From an optimization exercise on the open Yosys and OpenROAD flow, aimed at small area; shortcuts taken in it are not production practice.
Function was checked by simulation only, so behaviour that the tests miss may differ from the original.
Power is estimated from default activity; no workload was simulated.

==> flow/design.v (outline; a module is shown in full before it is edited, if it fits) <==
// module mc6809i: 2438 lines
module mc6809i
#(
    parameter ILLEGAL_INSTRUCTIONS="GHOST"
) 
(
    input   clk,
    input   [7:0]  D,
    output  [7:0]  DOut,
    output  [15:0] ADDR,
    output  RnW,
    output  BS,
    output  BA,
    input   nIRQ,
    input   nFIRQ,
    input   nNMI,
    output  AVMA,
    output  BUSY,
    output  LIC,
    input   nHALT,
    input   nRESET,
    input   nDMABREQ
);
  // ...
==> flow/flow/run.sh <==
#!/bin/bash
# Own flow: the standard layout (standard.sh) with two changes:
#  - synthesis maps with an area-oriented ABC script and no adder pre-mapping
#    (synth_area.tcl, area.abc);
#    everything before ABC, and so every register, is the standard synthesis's;
#  - the port buffers that placement inserts on every input and output are buf_1.
# Each step's full tool output is in orfs/logs/; make's output in synth.log and layout.log.
set -euo pipefail
W=$(pwd)
export AREA_ABC_SCRIPT=$W/flow/area.abc
export BUFFER_PORTS_ARGS="-buffer_cell sky130_fd_sc_hd__buf_1"
sed "s#SYNTH_SCRIPT=[^ ]*#SYNTH_SCRIPT=$W/flow/synth_area.tcl #" standard.sh > area_standard.sh
grep -q "synth_area.tcl" area_standard.sh
bash area_standard.sh synth > synth.log 2>&1
bash standard.sh > layout.log 2>&1
test -f out/final.def
==> flow/flow/area.abc <==
strash
ifraig
scorr
dc2
dretime
strash
ifraig
dc2
strash
&get -n
&dch -f
&nf -R 1000
&put
strash
ifraig
dc2
strash
&get -n
&dch -f
&nf -R 1000
&put
strash
ifraig
dc2
strash
&get -n
&dch -f
&nf -R 1000
&put
strash
ifraig
dc2
strash
&get -n
&dch -f
&nf -R 1000
&put
strash
ifraig
dc2
strash
&get -n
&dch -f
&nf -R 1000
&put
==> flow/flow/synth_area.tcl <==
# The standard synthesis (synth_recipe.tcl), with two changes to the combinational
# mapping only: adders are left to ABC instead of being pre-mapped to full/half-adder
# cells (ADDER_MAP_FILE unset), and ABC runs an area-oriented script (flow/area.abc)
# in place of ORFS's abc_*.script. Registers come from the steps before ABC, so they
# are the standard synthesis's.
proc synth {args} { yosys synth -nofsm -noshare {*}$args }
proc abc {args} {
  set i [lsearch -exact $args -script]
  if {$i >= 0} {
    lset args [expr {$i + 1}] $::env(AREA_ABC_SCRIPT)
  }
  yosys abc {*}$args
}
unset -nocomplain ::env(ADDER_MAP_FILE)
source $::env(SCRIPTS_DIR)/synth.tcl
# left out here: clear keep_hierarchy, flatten, clean up, hide names made inside functions, write 1_2_yosys.v
==> flow/standard.sh <==
#!/bin/bash
# synth_recipe.tcl (not shown) runs the flow's synth.tcl, then flattens the netlist and writes it again
# the make line also repeats each setting of config.mk as NAME=value (left out here)
make -C /OpenROAD-flow-scripts/flow DESIGN_CONFIG=/design/flow/config.mk WORK_HOME=/design/flow/orfs CLKGATE_MAP_FILE= SYNTH_SCRIPT=/design/flow/synth_recipe.tcl "${@:-finish}"
==> flow/config.mk <==
export PLATFORM = sky130hd
export DESIGN_NAME = mc6809i
export DESIGN_NICKNAME = mc6809i
export VERILOG_FILES = /design/flow/design.v
export SDC_FILE = /design/flow/constraint.sdc
export NUM_CORES = 4
export LEC_CHECK = 0
export CAP_MARGIN = 20
export CORE_MARGIN = 2
export CORE_UTILIZATION = 40
export GPL_TIMING_DRIVEN = 0
export PLACE_DENSITY = 0.55
export SLEW_MARGIN = 20
==> flow/constraint.sdc <==
create_clock -name core_clock -period 15.0 [get_ports {clk}]
set_input_delay 3.0000 -clock core_clock [delete_from_list [all_inputs] [get_ports {clk}]]
set_output_delay 3.0000 -clock core_clock [all_outputs]
set_load 0.01 [all_outputs]
==> flow_metrics.tcl, run 1 <==
set metrics [dict create \
    synth_seq_cells 186 \
    fin_crit_ps 13290 \
    seq_area_frac_synth_pct 23.8 \
    synth_cells 2533 \
    wl_met3_um 15700 \
    layout-drive-gt1-share_pct 3.84 \
    synthSimpleGateAreaFrac_pct 33.1 \
    design.seq.count 186 \
    cp.depth 34 \
    intPower_mw 1.63 \
    crit_end "ADDR[14]" \
    worst_path_most_repeated_cell "nand2_1" \
    root_buffer "clkbuf_16" \
    crit_start "Inst1[7]" \
    status "complete, no violations" \
    mostFrequentLayoutCells "403 x nand2_1, 345 x nor2_1, 272 x a21oi_1" \
    synth_top_area_cell "dfxtp_1" \
    power_frac_clock_pct 11.0 \
    wl_met1_um 39700 \
    seq_area_share_pct 21.5 \
    mappedNetlistArea_um2 17000 \
    highest_layer "met5" \
    final.setup.tns_ps 0 \
    hp-class "reg -> reg" \
    synth_top_family_by_area "compound AO/OA/AOI/OAI gates" \
]
==> run 2, diff against run 1 <==
--- a/flow/design.v
+++ b/flow/design.v
@@ -1312,17 +1312,17 @@
     inc_dec = 1'b0;
     inc_two = 1'b0;
     sp_u = 1'b0;
     wcode = 4'hF;
     whi = 1'b0;
     wlo = 1'b0;
     wsrc = WS_R16;
     ALU_OP = ALU8Op;
-    ALU_A  = IsTargetRegA ? a : b;
+    ALU_A  = R16[7:0];
     ALU_B  = D;
     ALU_CC = cc;
     pc_inc = 1'b0;
     pc_ldadd = 1'b0;
     pc_ldea = 1'b0;
     sp_upd = 1'b0;
     cc_alu8 = 1'b0;
     cc_alu16 = 1'b0;
@@ -1437,16 +1437,17 @@
                 InstPage3_nxt = 1'b1;
             CpuState_nxt = CPUSTATE_FETCH_I1V2;
         end
         else
             CpuState_nxt = CPUSTATE_FETCH_I2;
     end
     CPUSTATE_FETCH_I2:
     begin
+        rcode = IsTargetRegA ? 4'h8 : 4'h9;       
         addr_nxt = inc_in;
         pc_inc = 1'b1;
         Inst2_nxt = D;
         CpuState_nxt = CPUSTATE_FETCH_I1;
         case (AddrModeType)
             TYPE_INDEXED:
                 CpuState_nxt = CPUSTATE_INDEXED_BASE;
             TYPE_EXTENDED:
@@ -1464,17 +1465,17 @@
             begin
                 if (IsOneByteInstruction(Inst1))
                     pc_inc = 1'b0;
                 if (Inst1 == OPCODE_INH_NOP)
                     rLIC = 1'b1;
                 else if (Inst1 == OPCODE_INH_DAA)
                 begin
                     ALU_OP = ALUOP_ADD;
-                    ALU_A = a;
+                    rcode = 4'h8;
                     ALU_B[7:4] = ((cc[CC_C_BIT]) || (a[7:4] > 4'H9) || ((a[7:4] > 4'H8) && (a[3:0] > 4'H9))) ? 4'H6 : 4'H0;
                     ALU_B[3:0] = ((cc[CC_H_BIT]) || (a[3:0] > 4'H9)) ? 4'H6 : 4'H0;
                     wcode = 4'h8; wlo = 1'b1; wsrc = WS_ALU;
                     cc_nxt[CC_C_BIT] = cc[CC_C_BIT] | alu_sum[8];
                     cc_nxt[CC_N_BIT] = ALU[7];
                     cc_nxt[CC_Z_BIT] = (ALU[7:0] == 8'H00);
                     rLIC = 1'b1;
                 end
@@ -1499,17 +1500,17 @@
                     CpuState_nxt = CPUSTATE_PUL_ACTION;
                     NextState_nxt = NS_FETCH_I1;
                 end
                 else if (Inst1 == OPCODE_INH_SWI)
                     CpuState_nxt = CPUSTATE_SWI_START;
                 else if (Inst1 == OPCODE_INH_CWAI)
                 begin
                     ALU_OP = ALUOP_AND;
-                    ALU_A = cc;
+                    rcode = 4'hA;
                     wcode = 4'hA; wlo = 1'b1; wsrc = WS_ALU;
                     CpuState_nxt = CPUSTATE_CWAI;
                 end
                 else if (Inst1 == OPCODE_INH_SEX)
                 begin
                     wcode = 4'h8; wlo = 1'b1; wsrc = WS_SEX;
                     rLIC = 1'b1;
                 end
@@ -1534,39 +1535,39 @@
             end
             TYPE_IMMEDIATE:
             begin
                 if (IsSpecialImmediate)
                 begin
                     if (Inst1 == OPCODE_IMM_ANDCC)
                     begin
                         ALU_OP = ALUOP_AND;
-                        ALU_A = cc;
+                        rcode = 4'hA;
                         wcode = 4'hA; wlo = 1'b1; wsrc = WS_ALU;
                         CpuState_nxt = CPUSTATE_CC_DONTCARE;
                     end
                     else if (Inst1 == OPCODE_IMM_ORCC)
                     begin
                         ALU_OP = ALUOP_OR;
-                        ALU_A = cc;
+                        rcode = 4'hA;
                         wcode = 4'hA; wlo = 1'b1; wsrc = WS_ALU;
                         CpuState_nxt = CPUSTATE_CC_DONTCARE;
                     end
                     else if ((Inst1 == OPCODE_IMM_PSHS) | (Inst1 == OPCODE_IMM_PSHU))
                     begin
                         tmp_nxt = {1'b0, Inst1[1], 6'H00, D};
                         rAVMA = 1'b0;
                         CpuState_nxt = CPUSTATE_PSH_DONTCARE1;
                         NextState_nxt = NS_FETCH_I1;
                     end
                     else if ((Inst1 == OPCODE_IMM_PULS) | (Inst1 == OPCODE_IMM_PULU))
                     begin
                         tmp_nxt = {1'b0, Inst1[1], 6'H00, D};
                         rAVMA = 1'b0;
-                        CpuState_nxt = CPUSTATE_PUL_DONTCARE1;
+                        CpuState_nxt = CPUSTATE_PSH_DONTCARE1;
                         NextState_nxt = NS_FETCH_I1;
                     end
                     else if (Inst1 == OPCODE_IMM_TFR)
                     begin
                         tfr_window = 1'b1;
                         rAVMA = 1'b0;
                         CpuState_nxt = CPUSTATE_TFR_DONTCARE1;
                     end
@@ -1801,31 +1802,31 @@
         end
         else
             CpuState_nxt = CPUSTATE_ALU_EA;
     end
     CPUSTATE_ALU_EA:
     begin
         if (IsALU8Set1(Inst1))
         begin
+            rcode = IsTargetRegA ? 4'h8 : 4'h9;
             inc_sel = INC_EA; addr_nxt = inc_in;
             cc_alu8 = 1'b1;
             if (ALU8Writeback)
             begin
                 wcode = IsTargetRegA ? 4'h8 : 4'h9; wlo = 1'b1; wsrc = WS_ALU;
             end
             rLIC = 1'b1;
             CpuState_nxt = CPUSTATE_FETCH_I1;
         end
         else if (IsStore8)
         begin
             inc_sel = INC_EA; addr_nxt = inc_in;
             RnWOut = 1'b0;
-            ALU_OP = ALUOP_LD;
-            ALU_B = Store8RegisterNum ? b : a;
+            ALU_OP = ALUOP_TST;          
             rcode = Store8RegisterNum ? 4'h9 : 4'h8;
             cc_alu8 = 1'b1;
             rLIC = 1'b1;
             CpuState_nxt = CPUSTATE_FETCH_I1;
         end
         else if (IsALU16Opcode & (ALU16Opcode == ALUOP16_LD))
         begin
             inc_sel = INC_EA; addr_nxt = inc_in;
@@ -1851,17 +1852,17 @@
         else if (IsALU8Set0(Inst1))
         begin
             inc_sel = INC_EA; addr_nxt = inc_in;
             ALU_A = D;
             tmp_nxt[7:0] = ALU[7:0];
             cc_alu8 = 1'b1;
             rAVMA = 1'b0;
             if (ALU8Op == ALUOP_TST)
-                CpuState_nxt = CPUSTATE_TST_DONTCARE1;
+                CpuState_nxt = CPUSTATE_TFR_DONTCARE3;
             else
             begin
                 rBUSY = 1'b1;
                 CpuState_nxt = CPUSTATE_ALU_DONTCARE;
             end
         end
         else if (IsALU16Opcode && (ALU16Opcode != ALUOP16_LD) && ((Inst1 < 8'H30) || (Inst1 > 8'H33)))
         begin
@@ -2106,41 +2107,38 @@
     end
     CPUSTATE_MUL_ACTION:
     begin
         rAVMA = 1'b0;
         rtmp = 1'b1;
         if (ea[15:8] != 8'H00)
         begin
             ALU_OP = ALUOP_ADD;
-            ALU_A = tmp[7:0];
             ALU_B = b[0] ? a : 8'H00;
             tmp_nxt[7:0] = alu_sum[8:1];
             ea_nxt[15:8] = {1'b0, ea[15:9]};
             wcode = 4'h9; wlo = 1'b1; wsrc = WS_MUL;
         end
         else
         begin
             wcode = 4'h8; wlo = 1'b1; wsrc = WS_R16;
             cc_nxt[CC_Z_BIT] = ({tmp[7:0], b} == 16'H0000);
             cc_nxt[CC_C_BIT] = b[7];
             rLIC = 1'b1;
             rAVMA = 1'b1;
             CpuState_nxt = CPUSTATE_FETCH_I1;
         end
     end
-    CPUSTATE_PSH_DONTCARE1, CPUSTATE_PUL_DONTCARE1:
+    CPUSTATE_PSH_DONTCARE1:              
     begin
         rAVMA = 1'b0;
-        CpuState_nxt = (CpuState == CPUSTATE_PSH_DONTCARE1) ? CPUSTATE_PSH_DONTCARE2 : CPUSTATE_PUL_DONTCARE2;
+        CpuState_nxt = CPUSTATE_PSH_DONTCARE2;
     end
     CPUSTATE_PSH_DONTCARE2:
-        CpuState_nxt = CPUSTATE_PSH_DONTCARE3;
-    CPUSTATE_PUL_DONTCARE2:
-        CpuState_nxt = CPUSTATE_PUL_ACTION;
+        CpuState_nxt = Inst1[0] ? CPUSTATE_PUL_ACTION : CPUSTATE_PSH_DONTCARE3;
     CPUSTATE_PSH_DONTCARE3:
     begin
         sp_u = stk_u;
         inc_sel = INC_SP;
         addr_nxt = inc_in;
         CpuState_nxt = CPUSTATE_PSH_ACTION;
     end
     CPUSTATE_PSH_ACTION:
@@ -2299,21 +2297,16 @@
         CpuState_nxt = CPUSTATE_TFR_DONTCARE4;
     end
     CPUSTATE_CC_DONTCARE:
     begin
         addr_nxt = inc_in;
         rLIC = 1'b1;
         CpuState_nxt = CPUSTATE_FETCH_I1;
     end
-    CPUSTATE_TST_DONTCARE1:
-    begin
-        rAVMA = 1'b0;
-        CpuState_nxt = CPUSTATE_TFR_DONTCARE4;
-    end
     CPUSTATE_SYNC:
     begin
         BA_nxt = 1'b1;
         rLIC = 1'b1;
         rAVMA = 1'b0;
         if (~(NMILatched & FIRQLatched & IRQLatched))
             CpuState_nxt = CPUSTATE_SYNC_EXIT;
     end
@@ -2346,20 +2339,18 @@
     end
     CPUSTATE_CWAI:
     begin
         addr_nxt = inc_in;
         cc_nxt[CC_E_BIT] = 1'b1;
         tmp_nxt = 16'H00FF;
         NextState_nxt = NS_CWAI_POST;
         rAVMA = 1'b0;
-        CpuState_nxt = CPUSTATE_CWAI_DONTCARE1;
+        CpuState_nxt = CPUSTATE_IRQ_DONTCARE;
     end
-    CPUSTATE_CWAI_DONTCARE1:
-        CpuState_nxt = CPUSTATE_PSH_ACTION;
     CPUSTATE_CWAI_POST:
     begin
         rAVMA = 1'b0;
         if (NMILatched == 0)
         begin
             rAVMA = 1'b1;
             IntType_nxt = INTTYPE_NMI;
             cc_nxt[CC_F_BIT] = 1'b1;
==> flow/flow/run.sh (replaced) <==
#!/bin/bash
# Own flow: the standard layout (standard.sh) with two changes.
#  - Synthesis (synth_area.tcl): the standard synthesis script, except that adders are
#    not pre-mapped to full/half-adder cells and ABC maps with an area-oriented script
#    (area.abc) instead of ORFS's abc_*.script. Only the combinational mapping changes;
#    the registers (names, count, cell types) are the standard synthesis's.
#  - The port buffers that placement inserts on every input and output are buf_1.
# Each step's full tool output is in orfs/logs/; make's output in synth.log and layout.log.
set -euo pipefail
W=$(pwd)
export AREA_ABC_SCRIPT=$W/flow/area.abc
export BUFFER_PORTS_ARGS="-buffer_cell sky130_fd_sc_hd__buf_1"
sed "s#SYNTH_SCRIPT=[^ ]*#SYNTH_SCRIPT=$W/flow/synth_area.tcl #" standard.sh > area_standard.sh
grep -q "synth_area.tcl" area_standard.sh
bash area_standard.sh synth > synth.log 2>&1
bash standard.sh > layout.log 2>&1
test -f out/final.def
--- a/flow/flow/area.abc
+++ b/flow/flow/area.abc
@@ -38,8 +38,64 @@
 strash
 ifraig
 dc2
 strash
 &get -n
 &dch -f
 &nf -R 1000
 &put
+strash
+ifraig
+dc2
+strash
+&get -n
+&dch -f
+&nf -R 1000
+&put
+strash
+ifraig
+dc2
+strash
+&get -n
+&dch -f
+&nf -R 1000
+&put
+strash
+ifraig
+dc2
+strash
+&get -n
+&dch -f
+&nf -R 1000
+&put
+strash
+ifraig
+dc2
+strash
+&get -n
+&dch -f
+&nf -R 1000
+&put
+strash
+ifraig
+dc2
+strash
+&get -n
+&dch -f
+&nf -R 1000
+&put
+strash
+ifraig
+dc2
+strash
+&get -n
+&dch -f
+&nf -R 1000
+&put
+strash
+ifraig
+dc2
+strash
+&get -n
+&dch -f
+&nf -R 1000
+&put
==> run 2 against run 1 <==
Still clean; setup slack got worse by 360 ps; first-iteration DRC count is 1.7% lower; combinational power fell by 3%; sequential share of layout area is 0.67 points higher; sequential power shrank 14%; hold slack got worse by 1.6 ps; critical endpoint is now NMILatched; largest power group unchanged.
==> flow_metrics.tcl, run 2 <==
set metrics [dict create \
    status "complete, no violations" \
    viasPerCell 7.52 \
    async_reset_ff_share_pct 0 \
    fmax_ghz 0.0733 \
    clkSinkCount 186 \
    endpoint_kind "register" \
    timing.rr.end "NMILatched" \
    synth_top_area_cell "dfxtp_1" \
    yosys-top-cells-count "347 x nor2_1, 319 x nand2_1, 301 x a21oi_1" \
    gp_congestion 1.09 \
    routed_wl_um 103000 \
    synth_seq_cells 186 \
    seq_area_frac_synth_pct 24.8 \
    critPathLaunchType "register" \
    cts_resized 0 \
    finalSetupViolations 0 \
    yosys.area.top_type_share_pct 18.9 \
    vias 22900 \
    r2r_start "CpuState[2]" \
    hold_end "FIRQSample2" \
    critPathMaxStageDelay_ps 930 \
    grt_overflow 0 \
    std_cell_rows 74 \
    rsz0062_at_grt "false" \
    nets 2509 \
    synth_nets 2423 \
    synth_cells 2408 \
    grt_pass1_wl_um 144000 \
    grt_use_total_pct 47.5 \
    period_share_pct 91.0 \
    critPathArrivalTime_ps 14040 \
    die_area_um2 42500 \
    critPathKind "reg -> reg" \
    cts_buffers 17 \
    grt_pass1_vias 20500 \
    final.setup.tns_ps 0 \
    die_w_um 206 \
    synth_warnings 1 \
    critPathSlowestCell "dfxtp_1" \
    drc 0 \
    coreArea_um2 40600 \
    maxSlewHeadroom_pct 22.1 \
    cts_setup_buffers 0 \
    path_clk_slew_ps 80 \
    min_from "FIRQSample" \
    avgRoutedWirePerCell_um 33.8 \
    skew_ps 23.8 \
    leakagePower_nw 6.31 \
    antenna_found_initial 3 \
    grt_max_degree 71 \
    ios 45 \
    mappedNetlistArea_um2 16300 \
    fp.dieH_um 206 \
    worst_pin_slew_ps 1160 \
    fin_crit_ps 13650 \
    dr.first_iter.drc_count 4635 \
    critical_path.max_fanout 22 \
    insertion_delay_ps 530 \
    ff2ff_setup_slack_ps 1350 \
    ys.flop_type "dfxtp_1" \
    cts_hold_buf 0 \
    io_buffers 44 \
    layout-drive-gt1-share_pct 4.31 \
    detail-route-antenna-nets 0 \
    drv_cap 0 \
    root_buffer "clkbuf_16" \
    peakVddDrop_v 0.000150 \
    cts_max_level 4 \
    cts_tree "yes" \
    yosysMostFrequentCell "nor2_1" \
    rr_worst_depth 40 \
    hold_depth 0 \
    start_util_pct 40.3 \
    required_ps 15400 \
    mostFrequentLayoutCells "329 x nor2_1, 317 x nand2_1, 299 x a21oi_1" \
    powerDensity_nw_per_um2 227 \
    synth.avg_cell_area_um2 6.78 \
    ys_types 64 \
    dr.pass1.iters 9 \
    dp.final_hpwl_um 78000 \
    layout_commonest_cell "nor2_1" \
    slew_violations 0 \
    area_growth_pct 11.7 \
    finalHoldViolCount 0 \
    clock_path_buffers 2 \
    hp-class "reg -> reg" \
    synth_edf_count 32 \
    fin_hold_ws_ps 330 \
    synth_area_leaders "dfxtp_1 19%, a21oi_1 9.2%, o21ai_0 8.1%, nor2_1 8.0%, nand2_1 7.3%" \
    worst_path_most_repeated_cell "nand2_1" \
]
==> run 2: how the worst max path moves through the flow <==
stage | cells after the start | to | slack [ps] | start
2_1_floorplan | 32 | ADDR[14] | 4430 | Inst1[7]
3_3_place_gp | 39 | NMILatched | 620 | CpuState[2]
3_5_place_dp | 41 | NMILatched | 2120 | CpuState[2]
4_1_cts | 41 | NMILatched | 2100 | CpuState[2]
5_1_grt | 41 | NMILatched | 1260 | CpuState[2]
6_report | 40 | NMILatched | 1350 | CpuState[2]
==> run 2: area by class of cell <==
cell class / instances / area, µm²
well taps: 532 / 666
fillers: 4342 / 22300
inverters: 40 / 150
plain buffers: 3 / 11.3
clock inverters: 13 / 153
multi-input cells: 2179 / 12400
repair buffers: 67 / 412
clock buffers: 19 / 453
flip-flops and latches: 186 / 4040
diodes: 2 / 5.00
==> run 2: critical path: cells and delay by family, from the launching register on <==
family / cells / cell delay (ps)
buffers and inverters: 1 / 280
AND/OR/NAND/NOR: 21 / 6460
XOR/XNOR: 1 / 500
AO/OA/AOI/OAI: 14 / 4070
multiplexers: 1 / 370
flip-flops: 1 / 930
adder cells (fa/ha/maj): 2 / 900
==> run 2: metrics by stage <==
step	power, mW	utilization (%)	instance area (µm²)	setup slack [ps]	cells
after global routing	4.24	45.0	18300	1260	3039
after detailed placement	3.42	43.4	17600	2120	3005
final	4.15	45.0	18300	1350	3041
after floorplan	2.24	-	16300	4430	2408
after global placement	3.33	42.3	17200	622	2984
after CTS	3.91	44.9	18200	2100	3037
==> run 2: logic make-up after synthesis <==
| logic type | synth area share, % |
|---|---|
| fa+ha+maj | 0.306 |
| mux | 0.712 |
| simple gates | 31.0 |
| buf+inv | 0.988 |
| flops | 24.8 |
| compound gates | 38.8 |
| xor+xnor | 3.43 |
==> run 2: where the power goes <==
group / internal [mW] / switching [mW]
clock: 0.245 / 0.254
sequential: 0.594 / 0.169
combinational: 0.739 / 2.15
==> run 2: routing by layer <==
layer	track usage (%)	vias up	wire length, µm
li1	-	9522	-
met1	62.2	10900	39500
met2	64.7	1997	39700
met3	18.3	459	16000
met4	29.5	2	7570
met5	0	-	13
==> run 3, diff against run 2 <==
==> flow/flow/area.abc (replaced) <==
strash
ifraig
scorr
dc2
dretime
strash
ifraig
dc2
strash
&get -n
&dch -f
&nf -R 1000 -E 100 -p -F 8 -C 32
&put
strash
ifraig
dc2
strash
&get -n
&dch -f
&nf -R 1000 -E 100 -p -F 8 -C 32
&put
strash
ifraig
dc2
strash
&get -n
&dch -f
&nf -R 1000 -E 100 -p -F 8 -C 32
&put
strash
ifraig
dc2
strash
&get -n
&dch -f
&nf -R 1000 -E 100 -p -F 8 -C 32
&put
strash
ifraig
dc2
strash
&get -n
&dch -f
&nf -R 1000 -E 100 -p -F 8 -C 32
&put
strash
ifraig
dc2
strash
&get -n
&dch -f
&nf -R 1000 -E 100 -p -F 8 -C 32
&put
strash
ifraig
dc2
strash
&get -n
&dch -f
&nf -R 1000 -E 100 -p -F 8 -C 32
&put
strash
ifraig
dc2
strash
&get -n
&dch -f
&nf -R 1000 -E 100 -p -F 8 -C 32
&put
strash
ifraig
dc2
strash
&get -n
&dch -f
&nf -R 1000 -E 100 -p -F 8 -C 32
&put
strash
ifraig
dc2
strash
&get -n
&dch -f
&nf -R 1000 -E 100 -p -F 8 -C 32
&put
strash
ifraig
dc2
strash
&get -n
&dch -f
&nf -R 1000 -E 100 -p -F 8 -C 32
&put
strash
ifraig
dc2
strash
&get -n
&dch -f
&nf -R 1000 -E 100 -p -F 8 -C 32
&put
==> run 3 against run 2 <==
Wire length fell by 1.5%; fmax fell by 5.3%; setup slack got worse by 770 ps; global-route usage fell by 0.24 points; largest cell class unchanged; via count fell by 2.2%; synthesized cell count fell by 5.2%; highest routed layer unchanged; sequential power rose by 2%; first-iteration DRC count rose by 0.30%; critical path type unchanged; clock skew fell by 7.9 ps.
==> flow_metrics.tcl, run 3 <==
set metrics [dict create \
    status "complete, no violations" \
    final.setup.tns_ps 0 \
    p_comb_share_pct 68.1 \
    grt_pass1_vias 20200 \
    detail-route-antenna-nets 0 \
    ys.flop_type "dfxtp_1" \
    layout-drive-gt1-share_pct 4.29 \
    critPathArrivalTime_ps 14780 \
    drv_cap 0 \
    cts_hold_buf 0 \
    mappedNetlistArea_um2 16100 \
    yosys.area.top_type_share_pct 19.2 \
    cts_tree "yes" \
    async_reset_ff_share_pct 0 \
    fp.dieH_um 205 \
    path_clk_slew_ps 90 \
    vias 22400 \
    switching_share_pct 61.7 \
    hold_depth 0 \
    synth_area_leaders "dfxtp_1 19%, a21oi_1 7.9%, o21ai_0 7.7%, nor2_1 6.5%, nand2_1 6.5%" \
    finalSetupViolations 0 \
    mostFrequentLayoutCells "276 x nand2_1, 263 x nor2_1, 252 x a21oi_1" \
    die_area_um2 41800 \
    layout_commonest_cell "nand2_1" \
    critPathMaxStageDelay_ps 1050 \
    cts_buffers 17 \
    finalPower_mw 4.04 \
    critPathLaunchType "register" \
    routed_wl_um 101000 \
    maxSlewHeadroom_pct 15.3 \
    ios 45 \
    antenna_found_initial 3 \
    period_share_pct 96.1 \
    skew_ps 15.9 \
    critPathKind "reg -> reg" \
    synth_edf_count 32 \
    stdcell_area_um2 18000 \
    synth_nets 2297 \
    root_buffer "clkbuf_16" \
    endpoint_kind "register" \
    rsz0062_at_grt "false" \
    insertion_delay_ps 490 \
    drc 0 \
    yosys-top-cells-count "279 x nor2_1, 277 x nand2_1, 254 x a21oi_1" \
    yosysMostFrequentCell "nor2_1" \
    gp_congestion 1.06 \
    area_growth_pct 11.7 \
    slew_violations 0 \
    synth.avg_cell_area_um2 7.05 \
    synth_top_area_cell "dfxtp_1" \
    grt_overflow 0 \
    dp.cells 2873 \
    placed_area_um2 17300 \
    grt_max_degree 50 \
    dp.final_hpwl_um 76800 \
    intPower_mw 1.55 \
    synth_seq_cells 186 \
    seq_area_frac_synth_pct 25.1 \
    dr.pass1.iters 11 \
    critPathSlowestCell "a41oi_1" \
    std_cell_rows 73 \
    synth_cells 2282 \
    cts_setup_buffers 0 \
    die_w_um 205 \
    clkSinkCount 186 \
    power_frac_seq_pct 19.4 \
    peakVddDrop_v 0.000137 \
    cts_max_level 4 \
    clock_path_buffers 2 \
    rr_worst_depth 44 \
    required_ps 15360 \
    p_switching_mw 2.49 \
    fmax_ghz 0.0694 \
    finalHoldViolCount 0 \
    final_cells 2905 \
    hp-class "reg -> reg" \
    avgRoutedWirePerCell_um 34.8 \
    critical_path.max_fanout 22 \
    nets 2382 \
    dr.first_iter.drc_count 4649 \
    fin_crit_ps 14420 \
    power_frac_clock_pct 12.6 \
    coreArea_um2 39700 \
    grt_pass1_wl_um 143000 \
    ys_types 67 \
    synth_warnings 1 \
    worst_pin_slew_ps 1250 \
    diodes 0 \
    viasPerCell 7.70 \
    grt_use_total_pct 47.2 \
    start_util_pct 40.5 \
    powerDensity_nw_per_um2 225 \
    cts_resized 0 \
    leakagePower_nw 6.05 \
    io_buffers 44 \
]
==> run 3: per-layer routing <==
metal | routed length (µm) | GRT usage (%) | vias up
li1 | - | - | 9224
met1 | 38700 | 61.9 | 10500
met2 | 39700 | 66.0 | 2127
met3 | 15900 | 17.8 | 463
met4 | 6920 | 26.7 | 6
met5 | 26 | 0 | -
==> run 3: cell families (layout without fill, tap and decap cells) <==
logic type      count (synthesis)  in the layout  share of synthesized area [%]
flops                         186            186                           25.1
xor+xnor                       68             68                           3.79
compound gates                946            946                           38.6
simple gates                 1000           1000                           29.3
fa+ha+maj                       9              9                          0.560
buf+inv                        53            151                           1.24
mux                            20             20                           1.27
==> run 3: cell type report <==
class / instances / area (µm²)
plain buffers: 3 / 11.3
clock buffers: 17 / 425
clock inverters: 15 / 203
fillers: 4184 / 21800
inverters: 50 / 188
multi-input cells: 2043 / 12100
flip-flops and latches: 186 / 4040
well taps: 525 / 657
repair buffers: 66 / 388
==> run 3: worst max-delay path: cells and delay by family (launching register included) <==
kind                     cells  cell delay [ps]
adder cells (fa/ha/maj)      5             1660
AND/OR/NAND/NOR             21             6310
flip-flops                   1             1000
buffers and inverters        2              150
AO/OA/AOI/OAI               15             4570
XOR/XNOR                     1              530
==> run 3: path summary, 6_finish.rpt <==
check,endpoint,slack (ps),from
setup reg to reg,NMILatched,580,Inst1[1]
hold / removal,DMABREQSample2,330,DMABREQSample
hold reg to reg,DMABREQSample2,330,DMABREQSample
setup / recovery,NMILatched,580,Inst1[1]
==> run 3: stage by stage <==
stage / hold slack [ps] / util, % / setup slack (ps)
2_1_floorplan: 310 / - / 4520
3_5_place_dp: 315 / 43.6 / 1480
5_1_grt: 346 / 45.2 / 201
3_3_place_gp: 310 / 42.5 / -1610
4_1_cts: 334 / 45.1 / 1070
6_report: 331 / 45.2 / 582
==> run 3: power by group through the flow <==
stage | combinational, mW | clock [mW] | sequential (mW)
floorplan | 1.48 | 0 | 0.681
global route | 2.80 | 0.515 | 0.779
CTS | 2.56 | 0.502 | 0.762
detailed placement | 2.55 | 0 | 0.773
finish | 2.75 | 0.507 | 0.782
global placement | 2.45 | 0 | 0.771
==> run 4, diff against run 3 <==
--- a/flow/config.mk
+++ b/flow/config.mk
@@ -8,6 +8,5 @@
 export CAP_MARGIN = 20
 export CORE_MARGIN = 2
 export CORE_UTILIZATION = 40
-export GPL_TIMING_DRIVEN = 0
 export PLACE_DENSITY = 0.55
 export SLEW_MARGIN = 20
==> run 4 against run 3 <==
Still clean; via count grew 1.9%; first-iteration DRC count grew 1.4%; register-to-register slack gained 1900 ps; synthesized area is the same; combinational power grew 3%; synthesized cell count is the same; fmax grew 7.3%; clock-buffer cell count grew 1; hold slack is essentially flat; critical path depth shrank 6; die area is the same; critical endpoint is now ADDR[15]; largest power group unchanged; highest routed layer unchanged.
==> flow_metrics.tcl, run 4 <==
set metrics [dict create \
    yosysMostFrequentCell "nor2_1" \
    avgRoutedWirePerCell_um 34.5 \
    grt_overflow 0 \
    drc 0 \
    hold_depth 0 \
    dp.final_hpwl_um 78000 \
    peakVddDrop_v 0.000143 \
    cts_setup_buffers 0 \
    ys_types 67 \
    layout_commonest_cell "nand2_1" \
    cp.depth 38 \
    period_share_pct 89.6 \
    maxSlewHeadroom_pct 16.0 \
    vias 22800 \
    worst-path-buf-inv 3 \
    worst_pin_slew_ps 1250 \
    status "complete, no violations" \
    area_growth_pct 14.1 \
    critPathKind "reg -> out" \
    fmax_ghz 0.0744 \
    yosys.area_share.adder_pct 0.560 \
    fillCellCount 4152 \
    critPathMaxStageDelay_ps 850 \
    finalSetupViolations 0 \
    critical_path.max_fanout 17 \
    critPathLaunchType "register" \
    cts_tree "yes" \
    drv_cap 0 \
    synthSimpleGateAreaFrac_pct 29.3 \
    placed_area_um2 17700 \
    viasPerCell 7.64 \
    root_buffer "clkbuf_16" \
    cts_hold_buf 0 \
    yosys-top-cells-count "279 x nor2_1, 277 x nand2_1, 254 x a21oi_1" \
    stdcell_area_um2 18300 \
    grt_pass1_wl_um 146000 \
    clkSinkCount 186 \
    path_delay_family "simple AND/OR/NAND/NOR gates" \
    clock_path_buffers 2 \
    die_w_um 205 \
    ios 45 \
    path_clk_slew_ps 80 \
    io_buffers 44 \
    dr.first_iter.drc_count 4713 \
    synthMuxAreaShare_pct 1.27 \
    synth.avg_cell_area_um2 7.05 \
    skew_ps 24.4 \
    ys.flop_type "dfxtp_1" \
    die_area_um2 41800 \
    async_reset_ff_share_pct 0 \
    routed_wl_um 103000 \
    leakagePower_nw 6.39 \
    fin_util_pct 46.2 \
    slew_violations 0 \
    cts_buffers 17 \
    synth_top_area_cell "dfxtp_1" \
    cts_max_level 4 \
    final.setup.tns_ps 0 \
    grt_max_degree 73 \
    layout-drive-gt1-share_pct 5.83 \
    antenna_found_initial 5 \
    synth_seq_cells 186 \
    rsz0062_at_grt "false" \
    synth_top_family_by_area "compound AO/OA/AOI/OAI gates" \
    std_cell_rows 73 \
    hp-class "reg -> reg" \
    powerDensity_nw_per_um2 223 \
    mappedNetlistArea_um2 16100 \
    insertion_delay_ps 520 \
    synth-xor-area-share_pct 3.79 \
    mostFrequentLayoutCells "277 x nand2_1, 276 x nor2_1, 254 x a21oi_1" \
    endpoint_kind "output port" \
    dr.pass1.iters 13 \
    coreArea_um2 39700 \
    gp_congestion 1.09 \
    start_util_pct 40.5 \
    finalPower_mw 4.08 \
    synth_cells 2282 \
    grt_use_total_pct 48.1 \
    synth_warnings 1 \
    detail-route-antenna-nets 0 \
    fp.dieH_um 205 \
    fin_crit_ps 13430 \
    seq_area_frac_synth_pct 25.1 \
    synth_area_leaders "dfxtp_1 19%, a21oi_1 7.9%, o21ai_0 7.7%, nor2_1 6.5%, nand2_1 6.5%" \
    critPathArrivalTime_ps 10430 \
    synth_edf_count 32 \
    yosys.area.top_type_share_pct 19.2 \
    critPathSlowestCell "nor2b_1" \
    required_ps 12000 \
    nets 2455 \
    cts_resized 0 \
    synth_nets 2297 \
    rr_worst_depth 45 \
    synth_compound_gate_area_share_pct 38.6 \
    finalHoldViolCount 0 \
    grt_pass1_vias 20800 \
]
==> run 4: cell counts after synthesis <==
No cell type changed its count.
==> run 4: cells by family (layout without fill, tap and decap cells) <==
logic type                 count (synthesis)  in the layout
muxes                                     20             20
DFF                                      186            186
and+or+nand+nor                         1000           1000
other                                      0              3
buffers and inverters                     53            224
AOI/OAI and AO/OA                        946            946
adders and majority gates                  9              9
xor gates and xnor gates                  68             68
==> run 4: metal layers <==
layer,share of wire (%),global-route usage [%],wire [µm],vias to the layer above
li1,-,-,-,9379
met1,38,62.7,38900,10700
met2,39,66.7,40100,2227
met3,17,19.9,17000,502
met4,6.6,26.0,6830,6
met5,0.094,1.19,97,-
==> run 4: layout make-up <==
class / instances / area [µm²] / share of cell area [%]
Inverter: 50 / 188 / 1.02
Antenna cell: 3 / 7.51 / 0.0409
Clock inverter: 14 / 195 / 1.06
Clock buffer: 18 / 450 / 2.46
Sequential cell: 186 / 4040 / 22.0
Multi-Input combinational cell: 2043 / 11900 / 64.9
Timing Repair Buffer: 142 / 901 / 4.91
Tap cell: 525 / 657 / 3.58
==> run 4: power breakdown <==
group | switching, mW | internal (mW)
logic | 2.05 | 0.778
registers | 0.158 | 0.593
clock network | 0.258 | 0.252
total | 2.46 | 1.62
==> run 4: worst paths after layout <==
kind         startpoint     endpoint  slack [ps]
max            Inst1[2]     ADDR[15]        1570
max reg2reg    Inst1[2]   NMILatched        2490
min          FIRQSample  FIRQSample2         330
min reg2reg  FIRQSample  FIRQSample2         330
==> run 4: through the flow <==
stage / hold slack, ps / instances / setup WS [ps]
after floorplan: 310 / 2282 / 4520
after global placement: 314 / 2946 / 2580
after detailed placement: 314 / 2946 / 2400
after CTS: 333 / 2978 / 1800
after global routing: 339 / 2978 / 854
final: 331 / 2981 / 1570
==> run 5, diff against run 4 <==
==> flow/flow/area.abc (replaced) <==
strash
ifraig
scorr
dc2
dretime
strash
ifraig
dc2
strash
&get -n
&dch -f
&nf -R 1000 -E 100 -F 8 -C 32
&put
strash
ifraig
dc2
strash
&get -n
&dch -f
&nf -R 1000 -E 100 -F 8 -C 32
&put
strash
ifraig
dc2
strash
&get -n
&dch -f
&nf -R 1000 -E 100 -F 8 -C 32
&put
strash
ifraig
dc2
strash
&get -n
&dch -f
&nf -R 1000 -E 100 -F 8 -C 32
&put
strash
ifraig
dc2
strash
&get -n
&dch -f
&nf -R 1000 -E 100 -F 8 -C 32
&put
strash
ifraig
dc2
strash
&get -n
&dch -f
&nf -R 1000 -E 100 -F 8 -C 32
&put
strash
ifraig
dc2
strash
&get -n
&dch -f
&nf -R 1000 -E 100 -F 8 -C 32
&put
strash
ifraig
dc2
strash
&get -n
&dch -f
&nf -R 1000 -E 100 -F 8 -C 32
&put
strash
ifraig
dc2
strash
&get -n
&dch -f
&nf -R 1000 -E 100 -F 8 -C 32
&put
strash
ifraig
dc2
strash
&get -n
&dch -f
&nf -R 1000 -E 100 -F 8 -C 32
&put
strash
ifraig
dc2
strash
&get -n
&dch -f
&nf -R 1000 -E 100 -F 8 -C 32
&put
strash
ifraig
dc2
strash
&get -n
&dch -f
&nf -R 1000 -E 100 -F 8 -C 32
&put
--- a/flow/config.mk
+++ b/flow/config.mk
@@ -8,5 +8,6 @@
 export CAP_MARGIN = 20
 export CORE_MARGIN = 2
 export CORE_UTILIZATION = 40
+export GPL_TIMING_DRIVEN = 0
 export PLACE_DENSITY = 0.55
 export SLEW_MARGIN = 20
==> run 5 against run 4 <==
Sequential share of layout area barely moved; die area rose by 0.89%; sequential power rose by 4.9%; setup slack got worse by 750 ps; highest routed layer unchanged; largest cell class unchanged; wire length fell by 2.6%; design area did not move; total power fell by 0.56%; still clean; via count fell by 1.6%; clock skew fell by 3.9 ps.
==> flow_metrics.tcl, run 5 <==
set metrics [dict create \
    grt_overflow 0 \
    fin_crit_ps 14190 \
    peakVddDrop_v 0.000143 \
    grt_max_degree 78 \
    diodes 0 \
    seq_area_frac_synth_pct 24.9 \
    clkSinkCount 186 \
    placed_area_um2 17700 \
    yosys.area.top_type_share_pct 19.0 \
    ios 45 \
    critPathKind "reg -> reg" \
    period_share_pct 94.6 \
    yosysMostFrequentCell "nor2_1" \
    maxSlewHeadroom_pct 15.6 \
    synth-xor-area-share_pct 3.97 \
    fin_util_pct 46.0 \
    critical_path.max_fanout 27 \
    routed_wl_um 100000 \
    synth_compound_gate_area_share_pct 39.3 \
    layout_commonest_cell "nor2_1" \
    critPathSlowestCell "a41oi_1" \
    synthMuxAreaShare_pct 1.07 \
    ys.flop_type "dfxtp_1" \
    grt_use_total_pct 47.0 \
    layout-drive-gt1-share_pct 4.90 \
    synth_top_family_by_area "compound AO/OA/AOI/OAI gates" \
    detail-route-antenna-nets 0 \
    drc 0 \
    dp.final_hpwl_um 76400 \
    gp_congestion 1.06 \
    synth_edf_count 32 \
    area_growth_pct 13.0 \
    ys_types 69 \
    cts_setup_buffers 0 \
    synth_warnings 1 \
    worst_pin_slew_ps 1260 \
    fmax_ghz 0.0705 \
    powerDensity_nw_per_um2 221 \
    finalSetupViolations 0 \
    critPathMaxStageDelay_ps 1040 \
    path_clk_slew_ps 90 \
    status "complete, no violations" \
    start_util_pct 40.7 \
    stdcell_area_um2 18300 \
    cts_tree "yes" \
    std_cell_rows 73 \
    nets 2432 \
    vias 22400 \
    viasPerCell 7.59 \
    cts_max_level 4 \
    drv_cap 0 \
    critPathLaunchType "register" \
    grt_pass1_wl_um 144000 \
    synth.avg_cell_area_um2 7.00 \
    cts_hold_buf 0 \
    yosys.area_share.adder_pct 0.617 \
    required_ps 15460 \
    finalHoldViolCount 0 \
    rsz0062_at_grt "false" \
    grt_pass1_vias 20500 \
    coreArea_um2 39900 \
    yosys-top-cells-count "293 x nor2_1, 276 x a21oi_1, 268 x nand2_1" \
    clock_path_buffers 2 \
    leakagePower_nw 6.17 \
    synth_nets 2332 \
    worst_path_most_repeated_cell "nand2_1" \
    hp-class "reg -> reg" \
    async_reset_ff_share_pct 0 \
    die_w_um 205 \
    mostFrequentLayoutCells "279 x nor2_1, 276 x a21oi_1, 266 x nand2_1" \
    critPathArrivalTime_ps 14640 \
    synthSimpleGateAreaFrac_pct 28.2 \
    cts_resized 0 \
    antenna_found_initial 2 \
    final_cells 2955 \
    cts_buffers 17 \
    insertion_delay_ps 520 \
    slew_violations 0 \
    synth_top_area_cell "dfxtp_1" \
    dr.pass1.iters 14 \
    synth_seq_cells 186 \
    io_buffers 44 \
    avgRoutedWirePerCell_um 33.9 \
    skew_ps 20.5 \
    dp.cells 2919 \
    synth_cells 2317 \
    mappedNetlistArea_um2 16200 \
    dr.first_iter.drc_count 4607 \
    synth_area_leaders "dfxtp_1 19%, a21oi_1 8.5%, o21ai_0 7.2%, nor2_1 6.8%, nand2_1 6.2%" \
    die_area_um2 42200 \
    fp.dieH_um 205 \
    endpoint_kind "register" \
    root_buffer "clkbuf_16" \
]
run 5: cell types whose count changed in the layout (fill, tap and decap cells not counted), sizes merged, moves of 10 or more:
cell | previous run | this run
a21oi | 254 | 276
buf | 142 | 84
clkinv | 57 | 85
nand2b | 45 | 27
nand4 | 46 | 35
nor2 | 279 | 293
nor2b | 32 | 22
nor3 | 66 | 79
o21ai | 247 | 234
o221ai | 26 | 41
or2 | 13 | 26
xor2 | 15 | 27
run 5: worst paths after layout:
kind | from | end | slack (ps) | depth (start not counted)
setup / recovery | Inst1[3] | NMILatched | 810 | 48
hold / removal | IRQSample | IRQSample2 | 320 | 0
setup reg to reg | Inst1[3] | NMILatched | 810 | 48
hold reg to reg | IRQSample | IRQSample2 | 320 | 0
run 5: worst max-delay path: cells and delay by family (launching register included):
kind | cells | cell delay [ps]
fa+ha+maj | 5 | 1830
buf+inv | 3 | 630
xor+xnor | 1 | 540
compound gates | 17 | 5570
flops | 1 | 960
simple gates | 22 | 4580
run 5: kinds of logic (layout without fill, tap and decap cells):
logic type               count (synthesis)  count (layout)
AND/OR/NAND/NOR                        978             978
XOR/XNOR                                72              72
buffers and inverters                   83             196
AO/OA/AOI/OAI                          971             971
flip-flops                             186             186
multiplexers                            17              17
adder cells (fa/ha/maj)                 10              10
run 5: per-layer routing:
layer	share of wire (%)	up-vias	GRT usage, %
met5	0.013	-	0
met4	6.4	2	25.9
met3	15	443	15.4
met2	40	1974	67.5
met1	38	10600	61.7
li1	-	9371	-
run 5: through the flow:
stage | setup slack, ps | hold WS, ps | total power [mW] | TNS, ps
2_1_floorplan | 4720 | 310 | 2.21 | 0
3_3_place_gp | -665 | 311 | 3.24 | -3700
3_5_place_dp | 1230 | 312 | 3.35 | 0
4_1_cts | 1140 | 320 | 3.86 | 0
5_1_grt | 493 | 324 | 4.15 | 0
6_report | 813 | 316 | 4.06 | 0
run 5: final cells by class:
cell class                      count  area [µm²]
Clock inverter                     15         200
Multi-Input combinational cell   2048       12100
Fill cell                        4134       21600
Inverter                           80         300
Buffer                              3        11.3
Sequential cell                   186        4050
Tap cell                          525         657
Clock buffer                       17         425
Timing Repair Buffer               81         557
run 5: power by group:
part | leakage [nW] | internal, mW | switching, mW | total (mW)
sequential | 1.53 | 0.595 | 0.193 | 0.788
combinational | 4.35 | 0.745 | 2.02 | 2.77
clock | 0.296 | 0.242 | 0.265 | 0.507
total | 6.17 | 1.58 | 2.48 | 4.06
==> run 6, diff against run 5 <==
==> flow/flow/area.abc (replaced) <==
strash
ifraig
scorr
dc2
dretime
strash
ifraig
dc2
strash
&get -n
&dch -f
&nf -R 1000 -E 100 -p -F 8 -C 32
&put
strash
ifraig
dc2
strash
&get -n
&dch -f
&nf -R 1000 -E 100 -p -F 8 -C 32
&put
strash
ifraig
dc2
strash
&get -n
&dch -f
&nf -R 1000 -E 100 -p -F 8 -C 32
&put
strash
ifraig
dc2
strash
&get -n
&dch -f
&nf -R 1000 -E 100 -p -F 8 -C 32
&put
strash
ifraig
dc2
strash
&get -n
&dch -f
&nf -R 1000 -E 100 -p -F 8 -C 32
&put
strash
ifraig
dc2
strash
&get -n
&dch -f
&nf -R 1000 -E 100 -p -F 8 -C 32
&put
strash
ifraig
dc2
strash
&get -n
&dch -f
&nf -R 1000 -E 100 -p -F 8 -C 32
&put
strash
ifraig
dc2
strash
&get -n
&dch -f
&nf -R 1000 -E 100 -p -F 8 -C 32
&put
strash
ifraig
dc2
strash
&get -n
&dch -f
&nf -R 1000 -E 100 -p -F 8 -C 32
&put
strash
ifraig
dc2
strash
&get -n
&dch -f
&nf -R 1000 -E 100 -p -F 8 -C 32
&put
strash
ifraig
dc2
strash
&get -n
&dch -f
&nf -R 1000 -E 100 -p -F 8 -C 32
&put
strash
ifraig
dc2
strash
&get -n
&dch -f
&nf -R 1000 -E 100 -p -F 8 -C 32
&put
--- a/flow/config.mk
+++ b/flow/config.mk
@@ -8,6 +8,7 @@
 export CAP_MARGIN = 20
 export CORE_MARGIN = 2
 export CORE_UTILIZATION = 40
+export CTS_BUF_LIST = sky130_fd_sc_hd__clkbuf_8 sky130_fd_sc_hd__clkbuf_16
 export GPL_TIMING_DRIVEN = 0
 export PLACE_DENSITY = 0.55
 export SLEW_MARGIN = 20
==> run 6 against run 5 <==
Setup slack worse by 230 ps; register-to-register slack worse by 230 ps; critical path depth down 4; global-route usage up 0.27 points; synthesized cell count down 1.5%; first-iteration DRC count up 0.91%; clock skew down 4.6 ps; die area down 0.88%; via count down 0.31%; wire length up 1.0%; combinational power about the same; non-clock buffer count down 15; critical endpoint unchanged; largest power group unchanged; highest routed layer unchanged.
==> flow_metrics.tcl, run 6 <==
set metrics [dict create \
    placed_area_um2 17300 \
    finalHoldViolCount 0 \
    coreArea_um2 39700 \
    dr.first_iter.drc_count 4649 \
    status "complete, no violations" \
    stdcell_area_um2 18000 \
    cts_setup_buffers 0 \
    leakagePower_nw 6.05 \
    critPathLaunchType "register" \
    grt_max_degree 50 \
    slew_violations 0 \
    detail-route-antenna-nets 0 \
    grt_pass1_wl_um 143000 \
    p_comb_share_pct 68.1 \
    hp-class "reg -> reg" \
    synth_warnings 1 \
    clock_path_buffers 2 \
    insertion_delay_ps 490 \
    ios 45 \
    endpoint_kind "register" \
    gp_congestion 1.06 \
    async_reset_ff_share_pct 0 \
    yosys.area.top_type_share_pct 19.2 \
    die_w_um 205 \
    fin_crit_ps 14420 \
    intPower_mw 1.55 \
    seq_area_frac_synth_pct 25.1 \
    power_frac_clock_pct 12.6 \
    layout_commonest_cell "nand2_1" \
    mostFrequentLayoutCells "276 x nand2_1, 263 x nor2_1, 252 x a21oi_1" \
    routed_wl_um 101000 \
    period_share_pct 96.1 \
    io_buffers 44 \
    synth_area_leaders "dfxtp_1 19%, a21oi_1 7.9%, o21ai_0 7.7%, nor2_1 6.5%, nand2_1 6.5%" \
    root_buffer "clkbuf_16" \
    die_area_um2 41800 \
    powerDensity_nw_per_um2 225 \
    fmax_ghz 0.0694 \
    path_delay_family "simple AND/OR/NAND/NOR gates" \
    fin_util_pct 45.2 \
    dp.final_hpwl_um 76800 \
    start_util_pct 40.5 \
    antenna_found_initial 3 \
    maxSlewHeadroom_pct 15.3 \
    layout-drive-gt1-share_pct 4.29 \
    synth_edf_count 32 \
    cts_buffers 17 \
    power_frac_seq_pct 19.4 \
    final.setup.tns_ps 0 \
    peakVddDrop_v 0.000137 \
    ys_types 67 \
    avgRoutedWirePerCell_um 34.8 \
    clkSinkCount 186 \
    vias 22400 \
    required_ps 15360 \
    area_growth_pct 11.7 \
    critical_path.max_fanout 22 \
    ys.flop_type "dfxtp_1" \
    drc 0 \
    grt_use_total_pct 47.2 \
    drv_cap 0 \
    yosys-top-cells-count "279 x nor2_1, 277 x nand2_1, 254 x a21oi_1" \
    cts_resized 0 \
    diodes 0 \
    critPathSlowestCell "a41oi_1" \
    synth_seq_cells 186 \
    p_switching_mw 2.49 \
    grt_pass1_vias 20200 \
    skew_ps 15.9 \
    switching_share_pct 61.7 \
    yosysMostFrequentCell "nor2_1" \
    rsz0062_at_grt "false" \
    synth_nets 2297 \
    finalPower_mw 4.04 \
    synth_top_area_cell "dfxtp_1" \
    worst_pin_slew_ps 1250 \
    cts_hold_buf 0 \
    dr.pass1.iters 11 \
    finalSetupViolations 0 \
    std_cell_rows 73 \
    cts_max_level 4 \
    path_clk_slew_ps 90 \
    nets 2382 \
    viasPerCell 7.70 \
    grt_overflow 0 \
    worst-path-buf-inv 2 \
    critPathArrivalTime_ps 14780 \
    mappedNetlistArea_um2 16100 \
    cts_tree "yes" \
    synth.avg_cell_area_um2 7.05 \
    fin_hold_ws_ps 331 \
    fp.dieH_um 205 \
    critPathKind "reg -> reg" \
    synth_cells 2282 \
    critPathMaxStageDelay_ps 1050 \
]
-- run 6: cell count changes after synthesis, moves of 9 or more --
cell	previous run	this run
or2_0	26	13
nor2_1	293	279
nand2b_1	27	45
nor3_1	79	66
nand4_1	35	46
nor2b_1	22	32
xor2_1	27	15
a21oi_1	276	254
nand2_1	268	277
o21ai_0	234	247
o221ai_1	41	26
clkinv_1	80	50
-- run 6: layout make-up --
type / count / area (µm²)
plain buffers: 3 / 11.3
clock buffers: 17 / 425
clock inverters: 15 / 203
fillers: 4184 / 21800
inverters: 50 / 188
multi-input cells: 2043 / 12100
flip-flops and latches: 186 / 4040
well taps: 525 / 657
repair buffers: 66 / 388
-- run 6: final timing paths --
| check | from | endpoint | slack (ps) | cells past startpoint |
|---|---|---|---|---|
| hold reg to reg | DMABREQSample | DMABREQSample2 | 330 | 0 |
| hold / removal | DMABREQSample | DMABREQSample2 | 330 | 0 |
| setup reg to reg | Inst1[1] | NMILatched | 580 | 44 |
| setup / recovery | Inst1[1] | NMILatched | 580 | 44 |
-- run 6: per-layer routing --
| layer | vias to the layer above | part of all wire [%] | track usage [%] | routed length, µm |
|---|---|---|---|---|
| li1 | 9224 | - | - | - |
| met4 | 6 | 6.8 | 26.7 | 6920 |
| met3 | 463 | 16 | 17.8 | 15900 |
| met1 | 10500 | 38 | 61.9 | 38700 |
| met2 | 2127 | 39 | 66.0 | 39700 |
| met5 | - | 0.026 | 0 | 26 |
-- run 6: power by group through the flow --
stage | Sequential, mW | Clock, mW | Combinational [mW]
2_1_floorplan | 0.681 | 0 | 1.48
3_3_place_gp | 0.771 | 0 | 2.45
3_5_place_dp | 0.773 | 0 | 2.55
4_1_cts | 0.762 | 0.502 | 2.56
5_1_grt | 0.779 | 0.515 | 2.80
6_report | 0.782 | 0.507 | 2.75
-- run 6: through the flow --
stage | std cells | setup slack (ps)
detailed placement | 2873 | 1480
finish | 2905 | 582
global placement | 2851 | -1610
CTS | 2905 | 1070
floorplan | 2282 | 4520
global route | 2905 | 201
-- run 6: worst register-to-register path, delay by kind of cell, from the launching register on --
| kind | cells | cell delay (ps) |
|---|---|---|
| compound gates | 15 | 4580 |
| xor+xnor | 1 | 530 |
| fa+ha+maj | 5 | 1660 |
| buf+inv | 2 | 150 |
| flops | 1 | 1000 |
| simple gates | 21 | 6360 |
-- run 6: kinds of logic after synthesis --
logic type / synth area share (%)
mux: 1.27
xor+xnor: 3.79
fa+ha+maj: 0.560
flops: 25.1
buf+inv: 1.24
simple gates: 29.3
compound gates: 38.6
==> run 7, diff against run 6 <==
--- a/flow/config.mk
+++ b/flow/config.mk
@@ -8,7 +8,6 @@
 export CAP_MARGIN = 20
 export CORE_MARGIN = 2
 export CORE_UTILIZATION = 40
-export CTS_BUF_LIST = sky130_fd_sc_hd__clkbuf_8 sky130_fd_sc_hd__clkbuf_16
 export GPL_TIMING_DRIVEN = 0
-export PLACE_DENSITY = 0.55
+export PLACE_DENSITY = 0.7
 export SLEW_MARGIN = 20
==> run 7 against run 6 <==
Still clean on timing, DRC and antenna; clock-buffer cell count rose by 1; clock power fell by 4.9%; via count rose by 0.19%; total power fell by 1.8%; sequential cell count did not move; critical path depth fell by 4; sequential share of layout area barely moved; global-route usage fell by 1.8 points; sequential power barely moved; synthesized cell count did not move; highest routed layer unchanged.
==> flow_metrics.tcl, run 7 <==
set metrics [dict create \
    grt_pass1_wl_um 139000 \
    yosys-top-cells-count "279 x nor2_1, 277 x nand2_1, 254 x a21oi_1" \
    die_w_um 205 \
    viasPerCell 7.70 \
    synth.avg_cell_area_um2 7.05 \
    clock_path_buffers 2 \
    cts_setup_buffers 0 \
    finalHoldViolCount 0 \
    cts_tree "yes" \
    dp.cells 2875 \
    cts_max_level 4 \
    fillCellCount 4203 \
    synth_warnings 1 \
    critPathArrivalTime_ps 14960 \
    peakVddDrop_v 0.000178 \
    critical_path.max_fanout 16 \
    path_delay_family "simple AND/OR/NAND/NOR gates" \
    worst_pin_slew_ps 1300 \
    root_buffer "clkbuf_16" \
    critPathKind "reg -> reg" \
    synth_top_area_cell "dfxtp_1" \
    dp.final_hpwl_um 73500 \
    avgRoutedWirePerCell_um 33.5 \
    slew_violations 0 \
    yosysMostFrequentCell "nor2_1" \
    synth_edf_count 32 \
    leakagePower_nw 6.04 \
    synth_nets 2297 \
    detail-route-antenna-nets 0 \
    path_clk_slew_ps 80 \
    async_reset_ff_share_pct 0 \
    drc 0 \
    p_comb_share_pct 68.2 \
    area_growth_pct 11.7 \
    maxSlewHeadroom_pct 12.4 \
    grt_overflow 0 \
    cts_resized 0 \
    worst-path-buf-inv 2 \
    min_from "IRQSample" \
    ios 45 \
    placed_area_um2 17300 \
    synth_cells 2282 \
    power_frac_seq_pct 19.6 \
    seq_area_frac_synth_pct 25.1 \
    r2r_start "CpuState[1]" \
    required_ps 15410 \
    antenna_found_initial 3 \
    mostFrequentLayoutCells "276 x nand2_1, 264 x nor2_1, 252 x a21oi_1" \
    yosys.area.top_type_share_pct 19.2 \
    skew_ps 15.2 \
    dp_slack_ps 1350 \
    fin_util_pct 45.2 \
    std_cell_rows 73 \
    io_buffers 44 \
    ys_types 67 \
    status "complete, no violations" \
    final_cells 2910 \
    insertion_delay_ps 520 \
    start_util_pct 40.5 \
    coreArea_um2 39700 \
    dr.pass1.iters 9 \
    grt_use_total_pct 45.5 \
    fin_crit_ps 14560 \
    critPathLaunchType "register" \
    p_switching_mw 2.41 \
    fin_ws_ps 445 \
    power_frac_clock_pct 12.2 \
    vias 22400 \
    intPower_mw 1.55 \
    powerDensity_nw_per_um2 221 \
    endpoint_kind "register" \
    grt_pass1_vias 20200 \
    cts_buffers 17 \
    layout_commonest_cell "nand2_1" \
    layout-drive-gt1-share_pct 4.36 \
    ys.flop_type "dfxtp_1" \
    stdcell_area_um2 18000 \
    finalSetupViolations 0 \
    synth_area_leaders "dfxtp_1 19%, a21oi_1 7.9%, o21ai_0 7.7%, nor2_1 6.5%, nand2_1 6.5%" \
    crit_start "CpuState[1]" \
    dr.first_iter.drc_count 4844 \
    mappedNetlistArea_um2 16100 \
    critPathSlowestCell "a41oi_1" \
    fp.dieH_um 205 \
    routed_wl_um 97300 \
    synth_seq_cells 186 \
    hp-class "reg -> reg" \
    cts_hold_buf 0 \
    rsz0062_at_grt "false" \
    critPathMaxStageDelay_ps 1110 \
    gp_congestion 1.09 \
    nets 2386 \
    grt_max_degree 60 \
    drv_cap 0 \
    switching_share_pct 60.9 \
    clkSinkCount 186 \
    die_area_um2 41800 \
    period_share_pct 97.0 \
    fmax_ghz 0.0687 \
]
run 7: final cells by class:
cell class / instances / area [µm²] / area share (%)
timing repair buffer: 70 / 407 / 2.26
clock buffer: 18 / 439 / 2.45
multi-input combinational: 2043 / 12100 / 67.1
antenna: 1 / 2.50 / 0.0139
inverter: 50 / 188 / 1.05
tap: 525 / 657 / 3.66
buffer: 3 / 11.3 / 0.0627
sequential: 186 / 4040 / 22.5
clock inverter: 14 / 156 / 0.871
run 7: final timing paths:
kind	slack, ps	end	cells past startpoint
worst min-delay path	330	IRQSample2	0
worst max-delay path	440	NMILatched	40
worst min register to register	330	IRQSample2	0
worst max register to register	440	NMILatched	40
run 7: logic make-up after synthesis:
logic type / synth area share, %
multiplexers: 1.27
XOR/XNOR: 3.79
buffers and inverters: 1.24
adder cells (fa/ha/maj): 0.560
AND/OR/NAND/NOR: 29.3
flip-flops: 25.1
AO/OA/AOI/OAI: 38.6
run 7: worst register-to-register path, delay by kind of cell, from the launching register on:
family / cells / cell delay [ps]
compound gates: 15 / 5090
xor+xnor: 1 / 580
fa+ha+maj: 5 / 1660
buf+inv: 2 / 390
flops: 1 / 820
simple gates: 17 / 5890
run 7: stage by stage:
step	hold slack [ps]	TNS, ps	power, mW
3_3_place_gp	310	-8210	3.15
2_1_floorplan	310	0	2.16
6_report	332	0	3.96
3_5_place_dp	318	0	3.27
4_1_cts	337	0	3.75
5_1_grt	339	0	4.03
run 7: metal layers:
layer / vias to the layer above / track usage [%] / wire length [µm]
met1: 10500 / 60.2 / 36500
met3: 477 / 15.0 / 16000
met2: 2179 / 64.4 / 38000
met5: - / 0 / 25
met4: 4 / 25.5 / 6910
li1: 9236 / - / -
run 7: power groups by stage:
stage / sequential (mW) / combinational (mW) / clock, mW
after floorplan: 0.681 / 1.48 / 0
after global placement: 0.767 / 2.38 / 0
after detailed placement: 0.769 / 2.50 / 0
after CTS: 0.759 / 2.51 / 0.478
after global routing: 0.775 / 2.76 / 0.495
final: 0.779 / 2.70 / 0.482

==> static timing again, ports no longer ideal <==
The results above use ideal ports. As a check the final layouts listed here were re-extracted and re-timed, cells and wires unchanged. Step 1 sets driving cells, clkbuf_16 on the clock port and buf_2 on the other inputs (assumed; they add their load-dependent delay and slew). Step 2 moves the port delays by t, midway between the first and last clock arrival at a register: inputs arrive t later, outputs are due t later. That takes back most of the time a late clock gives input paths. Slacks: ideal ports / drivers / drivers and shift; pairs: ideal ports / drivers.
| run | shift t [ns] | setup slack, ns | worst hold slack (ns) | worst data-port slew with drivers (ns) | cell pins on the clock port's net |
|---|---|---|---|---|---|
| run 1 | 0.565 | 1.713 / 1.654 / 1.822 | 0.331 / 0.331 / 0.331 | 0.03 | 1 |
| run 2 | 0.573 | 1.353 / 1.353 / 1.353 | 0.330 / 0.330 / 0.330 | 0.03 | 1 |
| run 3 | 0.544 | 0.582 / 0.582 / 0.582 | 0.331 / 0.331 / 0.331 | 0.05 | 1 |
| run 4 | 0.572 | 1.566 / 1.506 / 2.078 | 0.331 / 0.331 / 0.331 | 0.04 | 1 |
| run 5 | 0.575 | 0.813 / 0.813 / 0.813 | 0.316 / 0.316 / 0.316 | 0.05 | 1 |
| run 6 | 0.544 | 0.582 / 0.582 / 0.582 | 0.331 / 0.331 / 0.331 | 0.05 | 1 |
| run 7 | 0.566 | 0.445 / 0.445 / 0.445 | 0.332 / 0.332 / 0.332 | 0.06 | 1 |
After both steps setup and hold are still met in every run listed.
